Source: an optimization exercise on an open RTL-to-GDS flow (aim: small area). Production flows keep margins and buffers that such runs may drop.
Only simulation tests tie the RTL to the original design; equivalence was not proved.
Power is estimated from default activity; no workload was simulated.

==> flow/design.v (outline; a module is shown in full before it is edited, if it fits) <==
// module pic_pix: 1073 lines
// module vga_ttop: 77 lines
module vga_ttop(
    input  wire        sys_clk,
    input  wire        sys_rst_n,
    input  wire        btn_next,
    output wire        hsync,
    output wire        vsync,
    output wire [15:0] rgb
);
  // ...
==> flow/flow/run.sh <==
#!/bin/bash
# Own layout flow: the standard synthesis; its combinational logic re-mapped for
# area with a few ABC scripts in parallel (flip-flops untouched), keeping the
# smallest netlist; then the standard ORFS layout, with port buffers of the
# smallest buffer and a clock tree without dummy loads.
set -euo pipefail
W=$PWD
R=$W/orfs/results/$FLOW_PLATFORM/vga_ttop/base
LIB=$FLOW_HOME/platforms/$FLOW_PLATFORM/lib/sky130_fd_sc_hd__tt_025C_1v80.lib

bash standard.sh "$R/1_2_yosys.v" > synth.log 2>&1
cp "$R/1_2_yosys.v" std_netlist.v
ln -sf "$LIB" lib.lib
python3 flow/mkmodels.py "$LIB" models.v > models.log 2>&1

for i in 1 2 3 4; do
  mkdir -p reopt$i
  cp flow/area$i.abc reopt$i/area.abc
  (cd reopt$i && yosys -s ../flow/reopt.ys > reopt.log 2>&1) &
done
wait

best=""; best_area=""
for i in 1 2 3 4; do
  a=$(grep 'Chip area' reopt$i/reopt_after.txt 2>/dev/null | head -1 | awk '{print $NF}' || true)
  echo "reopt$i: ${a:-failed}" >> reopt_summary.log
  [ -n "$a" ] && [ -s reopt$i/reopt_netlist.v ] || continue
  if [ -z "$best" ] || awk -v a="$a" -v b="$best_area" 'BEGIN{exit !(a < b)}'; then
    best=$i; best_area=$a
  fi
done
echo "chosen: reopt$best ($best_area)" >> reopt_summary.log
cp reopt$best/reopt_netlist.v "$R/1_2_yosys.v"

export BUFFER_PORTS_ARGS="-buffer_cell sky130_fd_sc_hd__buf_1"
export CTS_ARGS="-sink_clustering_enable -repair_clock_nets -dont_use_dummy_load"
bash standard.sh finish > layout.log 2>&1
==> flow/flow/area1.abc <==
strash
&get -n
&deepsyn -T 20 -I 5
&put
dch -f
amap
topo
==> flow/flow/area2.abc <==
strash
&get -n
&deepsyn -T 30 -I 8
&put
dch -f
amap
topo
==> flow/flow/area3.abc <==
strash
&get -n
&deepsyn -T 60
&put
dch -f
amap
topo
==> flow/flow/area4.abc <==
strash
dch -f
amap
topo
==> flow/flow/mkmodels.py <==
#!/usr/bin/env python3
"""Write Verilog models of the liberty's combinational cells (for re-mapping) and blackbox
stubs of its sequential cells. usage: mkmodels.py LIB OUT.v"""
import re, sys
lib = open(sys.argv[1]).read()
out = []
def conv(f):
    f = f.strip().strip('"')
    f = f.replace('!', '~').replace('+', '|').replace('*', '&')
    # implicit AND (space between operands)
    f = re.sub(r'(?<=[\w\)])\s+(?=[\w\(~])', ' & ', f)
    return f
for m in re.finditer(r'\n\s*cell\s*\(\s*"?(\w+)"?\s*\)\s*\{', lib):
    name = m.group(1)
    start = m.end(); depth = 1; i = start
    while depth:
        c = lib[i]
        if c == '{': depth += 1
        elif c == '}': depth -= 1
        i += 1
    body = lib[start:i]
    seq = re.search(r'\b(ff|latch|statetable)\s*\(', body) is not None
    pins = []
    for pm in re.finditer(r'\bpin\s*\(\s*"?(\w+)"?\s*\)\s*\{', body):
        ps = pm.end(); d = 1; j = ps
        while d:
            c = body[j]
            if c == '{': d += 1
            elif c == '}': d -= 1
            j += 1
        pb = body[ps:j]
        dm = re.search(r'direction\s*:\s*"?(\w+)"?', pb)
        fm = re.search(r'\bfunction\s*:\s*("[^"]*")', pb)
        pins.append((pm.group(1), dm.group(1) if dm else 'input', fm.group(1) if fm else None))
    seen=set(); pins=[p for p in pins if not (p[0] in seen or seen.add(p[0]))]
    if not pins: continue
    decl = ", ".join(p[0] for p in pins)
    lines = [f"module {name}({decl});"]
    for p, d, f in pins:
        lines.append(f"  {'output' if d == 'output' else 'input'} {p};")
    outs = [p for p in pins if p[1] == 'output']
    if seq or any(f is None for _, _, f in outs) or not outs:
        lines.insert(0, "(* blackbox *)")
    else:
        for p, d, f in outs:
            lines.append(f"  assign {p} = {conv(f)};")
    lines.append("endmodule")
    out.append("\n".join(lines))
open(sys.argv[2], 'w').write("\n\n".join(out) + "\n")
==> flow/flow/reopt.ys <==
# Re-map the combinational logic of the standard synthesis for area. Every
# flip-flop is a blackbox here, so its instance, name and cell stay as they are.
read_verilog -lib ../models.v
read_verilog ../std_netlist.v
hierarchy -top vga_ttop
read_verilog -overwrite ../models.v
hierarchy -top vga_ttop
tee -o reopt_before.txt stat -liberty ../lib.lib
flatten
opt -purge
techmap
opt -fast -purge
abc -script area.abc -liberty ../lib.lib -dont_use sky130_fd_sc_hd__probe_p_8 -dont_use sky130_fd_sc_hd__probec_p_8 -dont_use sky130_fd_sc_hd__lpflow_*
opt_clean -purge
hilomap -singleton -hicell sky130_fd_sc_hd__conb_1 HI -locell sky130_fd_sc_hd__conb_1 LO
splitnets
opt_clean -purge
tee -o reopt_after.txt stat -liberty ../lib.lib
write_verilog -noattr -nohex -nodec reopt_netlist.v
==> flow/standard.sh <==
#!/bin/bash
# synth_recipe.tcl (not shown) runs the flow's synth.tcl, then flattens the netlist and writes it again
# the make line also repeats each setting of config.mk as NAME=value (left out here)
make -C /OpenROAD-flow-scripts/flow DESIGN_CONFIG=/design/flow/config.mk WORK_HOME=/design/flow/orfs CLKGATE_MAP_FILE= SYNTH_SCRIPT=/design/flow/synth_recipe.tcl "${@:-finish}"
==> flow/config.mk <==
export PLATFORM = sky130hd
export DESIGN_NAME = vga_ttop
export DESIGN_NICKNAME = vga_ttop
export VERILOG_FILES = /design/flow/design.v
export SDC_FILE = /design/flow/constraint.sdc
export NUM_CORES = 4
export LEC_CHECK = 0
export ABC_AREA = 1
export CAP_MARGIN = 20
export CORE_MARGIN = 2
export CORE_UTILIZATION = 40
export SLEW_MARGIN = 20
==> flow/constraint.sdc <==
create_clock -name core_clock -period 20.0 [get_ports {sys_clk}]
set_input_delay 4.0000 -clock core_clock [delete_from_list [all_inputs] [get_ports {sys_clk}]]
set_output_delay 4.0000 -clock core_clock [all_outputs]
set_load 0.01 [all_outputs]
==> qor_table.md, run 1 <==
| Result | Reported |
| --- | --- |
| Footprint of the multi-input gates | 1900 um^2 |
| Sequential-cell power consumption | 55.2 uW |
| Mean post-synth cell area | 5.97 um^2 |
| Total power divided by cell area | 34.0 nW/um^2 |
| Total nets after synthesis | 468 |
| Sinks on Clock Net | 26 |
| Placed Cells | 566 |
| Synth warn | 1 |
| Filler Cells Inserted | 742 |
| Pre-CTS worst setup slack | 9.99 ns |
| Met3 WL post-DR | 751 um |
| Clock latency (worst-skew pair) | 0.28 ns |
| Initial core utilization | 41.1% |
| Clock Pin Slew Worst Setup and Hold Paths | 0.10 ns |
| Clock period minus worst slack | 10.46 ns |
| Result of the run | complete, no violations |
| Number of clock-tree buffers in the layout | 3 |
| Comb power | 17.0 uW |
| Sum Neg Setup Slack | 0 ns |
| Max power group | registers |
| Int Pwr | 73.6 uW |
| Number of buffers added by the clock tree synthesis step | 3 |
| Fraction of area in non-clock buffers | 2.75% |
| Final HPWL from detailed placement | 7000 um |
| Die Y-Extent | 87.3 um |
| Maximum number of pins on one net before global-route repair | 27 |
==> run 2, diff against run 1 <==
--- a/flow/flow/run.sh
+++ b/flow/flow/run.sh
@@ -2,3 +2,3 @@
 # Own layout flow: the standard synthesis; its combinational logic re-mapped for
-# area with a few ABC scripts in parallel (flip-flops untouched), keeping the
+# area with twelve ABC scripts, four at a time (flip-flops untouched), keeping the
 # smallest netlist; then the standard ORFS layout, with port buffers of the
@@ -15,11 +15,13 @@
 
-for i in 1 2 3 4; do
-  mkdir -p reopt$i
-  cp flow/area$i.abc reopt$i/area.abc
-  (cd reopt$i && yosys -s ../flow/reopt.ys > reopt.log 2>&1) &
+for wave in "1 2 3 4" "5 6 7 8" "9 10 11 12"; do
+  for i in $wave; do
+    mkdir -p reopt$i
+    cp flow/area$i.abc reopt$i/area.abc
+    (cd reopt$i && yosys -s ../flow/reopt.ys > reopt.log 2>&1) &
+  done
+  wait
 done
-wait
 
 best=""; best_area=""
-for i in 1 2 3 4; do
+for i in 1 2 3 4 5 6 7 8 9 10 11 12; do
   a=$(grep 'Chip area' reopt$i/reopt_after.txt 2>/dev/null | head -1 | awk '{print $NF}' || true)
==> flow/flow/area1.abc (replaced) <==
strash
&get -n
&deepsyn -T 20 -I 5
&put
dch -f
amap -A 10 -F 3
topo
==> flow/flow/area10.abc (new file) <==
strash
&get -n
&deepsyn -T 15 -I 7
&put
dch -f
amap -A 10 -F 3
topo
==> flow/flow/area11.abc (new file) <==
strash
&get -n
&deepsyn -T 25 -I 4
&put
dch -f
amap -A 10 -F 3
topo
==> flow/flow/area12.abc (new file) <==
strash
&get -n
&deepsyn -T 20 -I 10
&put
dch -f
amap -A 10 -F 3
topo
==> flow/flow/area2.abc (replaced) <==
strash
&get -n
&deepsyn -T 20 -I 5
&put
dch -f
amap
topo
==> flow/flow/area3.abc (replaced) <==
strash
&get -n
&deepsyn -T 30 -I 8
&put
dch -f
amap -A 10 -F 3
topo
==> flow/flow/area4.abc (replaced) <==
strash
&get -n
&deepsyn -T 60
&put
dch -f
amap -A 10 -F 3
topo
==> flow/flow/area5.abc (new file) <==
strash
&get -n
&deepsyn -T 10 -I 10
&put
dch -f
amap -A 10 -F 3
topo
==> flow/flow/area6.abc (new file) <==
strash
&get -n
&deepsyn -T 30 -I 8
&put
dch -f
amap
topo
==> flow/flow/area7.abc (new file) <==
strash
dch -f
amap -A 10 -F 3
topo
==> flow/flow/area8.abc (new file) <==
strash
&get -n
&deepsyn -T 60
&put
dch -f
amap
topo
==> flow/flow/area9.abc (new file) <==
strash
&get -n
&deepsyn -T 20 -I 5
&put
dch -f
amap -A 20 -F 5
topo
==> qor_table.md, run 2 <==
| Result | Reported | Delta |
| --- | --- | --- |
| Result of the run | complete, no violations | unchanged |
| Final-report setup violation count | 0 | unchanged |
| Max reg flops | 11 | unchanged |
| Maximum net fanout on the critical path | 11 | unchanged |
| Post-CTS setup buffers | 0 | unchanged |
| Most frequent standard cell in the layout excluding fill and tap cells | sky130_fd_sc_hd__nor2_1 | unchanged |
| Crit. End Element | primary output | unchanged |
| Horizontal die dimension | 87.3 um | unchanged |
| Cell class contributing the biggest share of worst-path delay | compound AO/OA/AOI/OAI gates | unchanged |
| Number of buffers added by the clock tree synthesis step | 3 | unchanged |
| Wire per inst | 15.8 um | unchanged |
| Clock period minus worst slack | 10.46 ns | unchanged |
| Hold buffer count at CTS | 0 | unchanged |
| Final setup margin | 9.54 ns | unchanged |
| Layout cells sized above 1 | 0.818% | unchanged |
| Share of power burned in registers | 54.2% | about the same |
| Standard-cell row count | 30 | unchanged |
| First-pass iteration count of the detailed router | 5 | unchanged |
| Antenna violations before repair | 0 | unchanged |
| Mean post-synth cell area | 5.97 um^2 | unchanged |
| Total nets after synthesis | 468 | unchanged |
| R2R Path Start | hc_q[2] | unchanged |
| Number of gates given a new drive strength after cts | 0 | unchanged |
| Critical-path top delay cell | sky130_fd_sc_hd__o22ai_1 | unchanged |
| Footprint of the multi-input gates | 1900 um^2 | unchanged |
| Final non-filler cell area | 3000 um^2 | unchanged |
| Largest regs | hc_q (11), vc_q (10) | unchanged |
| Die Y-Extent | 87.3 um | unchanged |
| Post-Syn Area | 2780 um^2 | unchanged |
| Post-DP Area | 2960 um^2 | unchanged |
| Start point of the worst min-delay path | key_n0 | unchanged |
| Filler Cells Inserted | 742 | unchanged |
| Clk buf depth | 2 | unchanged |
| First-pass GRT wire length | 14700 um | unchanged |
| Part of the total power dissipated in the clock network | 29.2% | about the same |
| Total power divided by cell area | 34.0 nW/um^2 | unchanged |
| Total core area | 6760 um^2 | unchanged |
| Clock Pin Slew Worst Setup and Hold Paths | 0.10 ns | about the same |
| Clock latency (worst-skew pair) | 0.28 ns | about the same |
| Utilization of the core after routing | 44.4% | unchanged |
| Clk_skew | 0.0163 ns | unchanged |
| Sum Neg Setup Slack | 0 ns | unchanged |
| Int Pwr | 73.6 uW | unchanged |
| Transition time at the pin with the least slew margin | 0.693 ns | unchanged |
| Pre-CTS worst setup slack | 9.99 ns | unchanged |
| HP Class | flop to flop | unchanged |
| Synth warn | 1 | unchanged |
| Total area of sequential cells | 651 um^2 | unchanged |
| Final Wtd Congestion | 1.08 | unchanged |
| Count of H-tree levels built during CTS | 1 | unchanged |
| Buffers added on ports | 20 | unchanged |
| Final worst-path cycle share | 52.3% | unchanged |
| Post-Syn Instances | 465 | unchanged |
| RSZ-0062 raised after global routing | false | unchanged |
| Via count of the first global-routing pass | 3176 | unchanged |
| DRC violations left | 0 | unchanged |
| Die footprint | 7620 um^2 | unchanged |
| Via count of the routed design | 3512 | unchanged |
| Number of max-capacitance violations reported | 0 | unchanged |
| Worst path buffer plus inverter count | 4 | unchanged |
| Final hold violation count | 0 | unchanged |
| Logic gate share of total power | 16.7% | about the same |
| Critical Path Source | vc_q[4] | unchanged |
| Max IR drop VDD | 37.5 uV | unchanged |
| Antenna-violating nets left | 0 | unchanged |
| Fin. max-slew vios | 0 | unchanged |
| Antenna diode count | 0 | unchanged |
| Required time at the worst-slack endpoint | 16.00 ns | about the same |
| Sw power | 28.3 uW | unchanged |
| GRT Resource Usage Total | 24.0% | unchanged |
| Initial core utilization | 41.1% | unchanged |
| Register name with the most flops | hc_q | unchanged |
| Type of the worst setup path | flop to primary output | unchanged |
| Leak Pwr | 0.00116 uW | unchanged |
| Commonest non-fill, non-tap cells in the layout | sky130_fd_sc_hd__nor2_1 (130), sky130_fd_sc_hd__clkinv_1 (61), sky130_fd_sc_hd__a21oi_1 (50) | unchanged |
| Worst max-slew margin expressed relative to the limit | 53.8% | unchanged |
| Root Buffer | sky130_fd_sc_hd__clkbuf_8 | unchanged |
| Top-level I/O count | 21 | unchanged |
| Data arrival time of the critical path | 6.46 ns | about the same |
| Peak clock frequency supported by timing | 0.0956 GHz | unchanged |
| Routed WL | 8990 um | unchanged |
| Critical path startpoint category | flop | unchanged |
| Delay contributed by the slowest stage of the critical path | 0.56 ns | about the same |
| Maximum number of pins on one net before global-route repair | 27 | unchanged |
| Routed via count divided by cell count | 6.17 | unchanged |
| Share of total power consumed by net switching | 27.7% | unchanged |
| Final HPWL from detailed placement | 7000 um | unchanged |
| CTS tree | yes | unchanged |
| Starting DRC count in detailed routing | 329 | unchanged |
| Nets | 494 | unchanged |
| Sinks on Clock Net | 26 | unchanged |
| Area Overhead vs Synth | 8.07% | unchanged |
| Overflow left after global routing | 0 | unchanged |
==> run 2: metrics by stage <==
stage | hold WS, ns | instances | total power, uW
2_1_floorplan | 0.331 | 465 | 68.3
3_3_place_gp | 0.337 | 566 | 72.7
3_5_place_dp | 0.346 | 566 | 72.9
4_1_cts | 0.369 | 569 | 104
5_1_grt | 0.374 | 569 | 108
6_report | 0.366 | 569 | 102
==> run 2: cell type report <==
| type | instances | area share (%) |
|---|---|---|
| Sequential cell | 26 | 21.7 |
| Timing Repair Buffer | 21 | 2.75 |
| Tap cell | 80 | 3.34 |
| Multi-Input combinational cell | 378 | 63.2 |
| Inverter | 61 | 7.63 |
| Clock buffer | 3 | 1.38 |
==> run 2: routing by layer <==
layer	wire (um)	track usage, %
met1	3890	32.0
met4	343	11.5
met5	0	0
met2	4000	37.9
met3	751	3.41
==> run 2: path summary, 6_finish.rpt <==
kind                       endpoint  slack, ns  depth (start not counted)
setup / recovery             rgb[8]       9.54                         27
hold / removal               key_n1       0.37                          0
setup reg to reg            vc_q[8]      17.02                         11
hold reg to reg              key_n1       0.37                          0
max in group asynchronous   vc_q[4]      16.03                          2
min in group asynchronous    key_n0       3.70                          2
==> run 2: power by group through the flow <==
stage | Clock [uW] | Combinational, uW | Sequential, uW
2_1_floorplan | 0 | 12.8 | 55.6
3_3_place_gp | 0 | 16.6 | 56.1
3_5_place_dp | 0 | 16.8 | 56.1
4_1_cts | 32.0 | 16.9 | 55.1
5_1_grt | 32.8 | 19.7 | 55.3
6_report | 29.7 | 17.0 | 55.2
==> run 2: worst register-to-register path, stage by stage (launching register included) <==
cell                       delay [ns]
sky130_fd_sc_hd__dfrtp_1         0.51
sky130_fd_sc_hd__clkinv_1        0.42
sky130_fd_sc_hd__nor2_1          0.38
sky130_fd_sc_hd__nand2_1         0.19
sky130_fd_sc_hd__nor2_1          0.22
sky130_fd_sc_hd__nand2_1         0.22
sky130_fd_sc_hd__nor2_1          0.19
sky130_fd_sc_hd__clkinv_1        0.12
sky130_fd_sc_hd__nor3_1          0.24
sky130_fd_sc_hd__clkinv_1        0.15
sky130_fd_sc_hd__nor2_1          0.10
sky130_fd_sc_hd__o21ai_0         0.09

## port drivers added, routing unchanged
Ports are ideal in the flow. The routed layouts listed here were re-timed in OpenROAD. Step 1 (the two cells are an assumption about what drives the block):
set clk [get_ports {sys_clk}]
set_driving_cell -lib_cell sky130_fd_sc_hd__clkbuf_16 $clk
set_driving_cell -lib_cell sky130_fd_sc_hd__buf_2 [delete_from_list [all_inputs] $clk]
Step 2 times the ports against the registers' clock, not the clock port: input delays grow and output delays shrink by t, the midpoint of the rising clock arrivals with the driver on. Slacks: ideal ports / drivers / drivers and shift; pairs: ideal ports / drivers.
run | shift t [ns] | slack for setup (ns) | worst setup path after step 2 | worst register clock-pin slew, ns
run 1 | 0.295 | 9.541 / 9.515 / 9.810 | register to output | 0.10 / 0.10
run 2 | 0.295 | 9.541 / 9.515 / 9.810 | register to output | 0.10 / 0.10
After both steps every run listed still meets setup and hold.
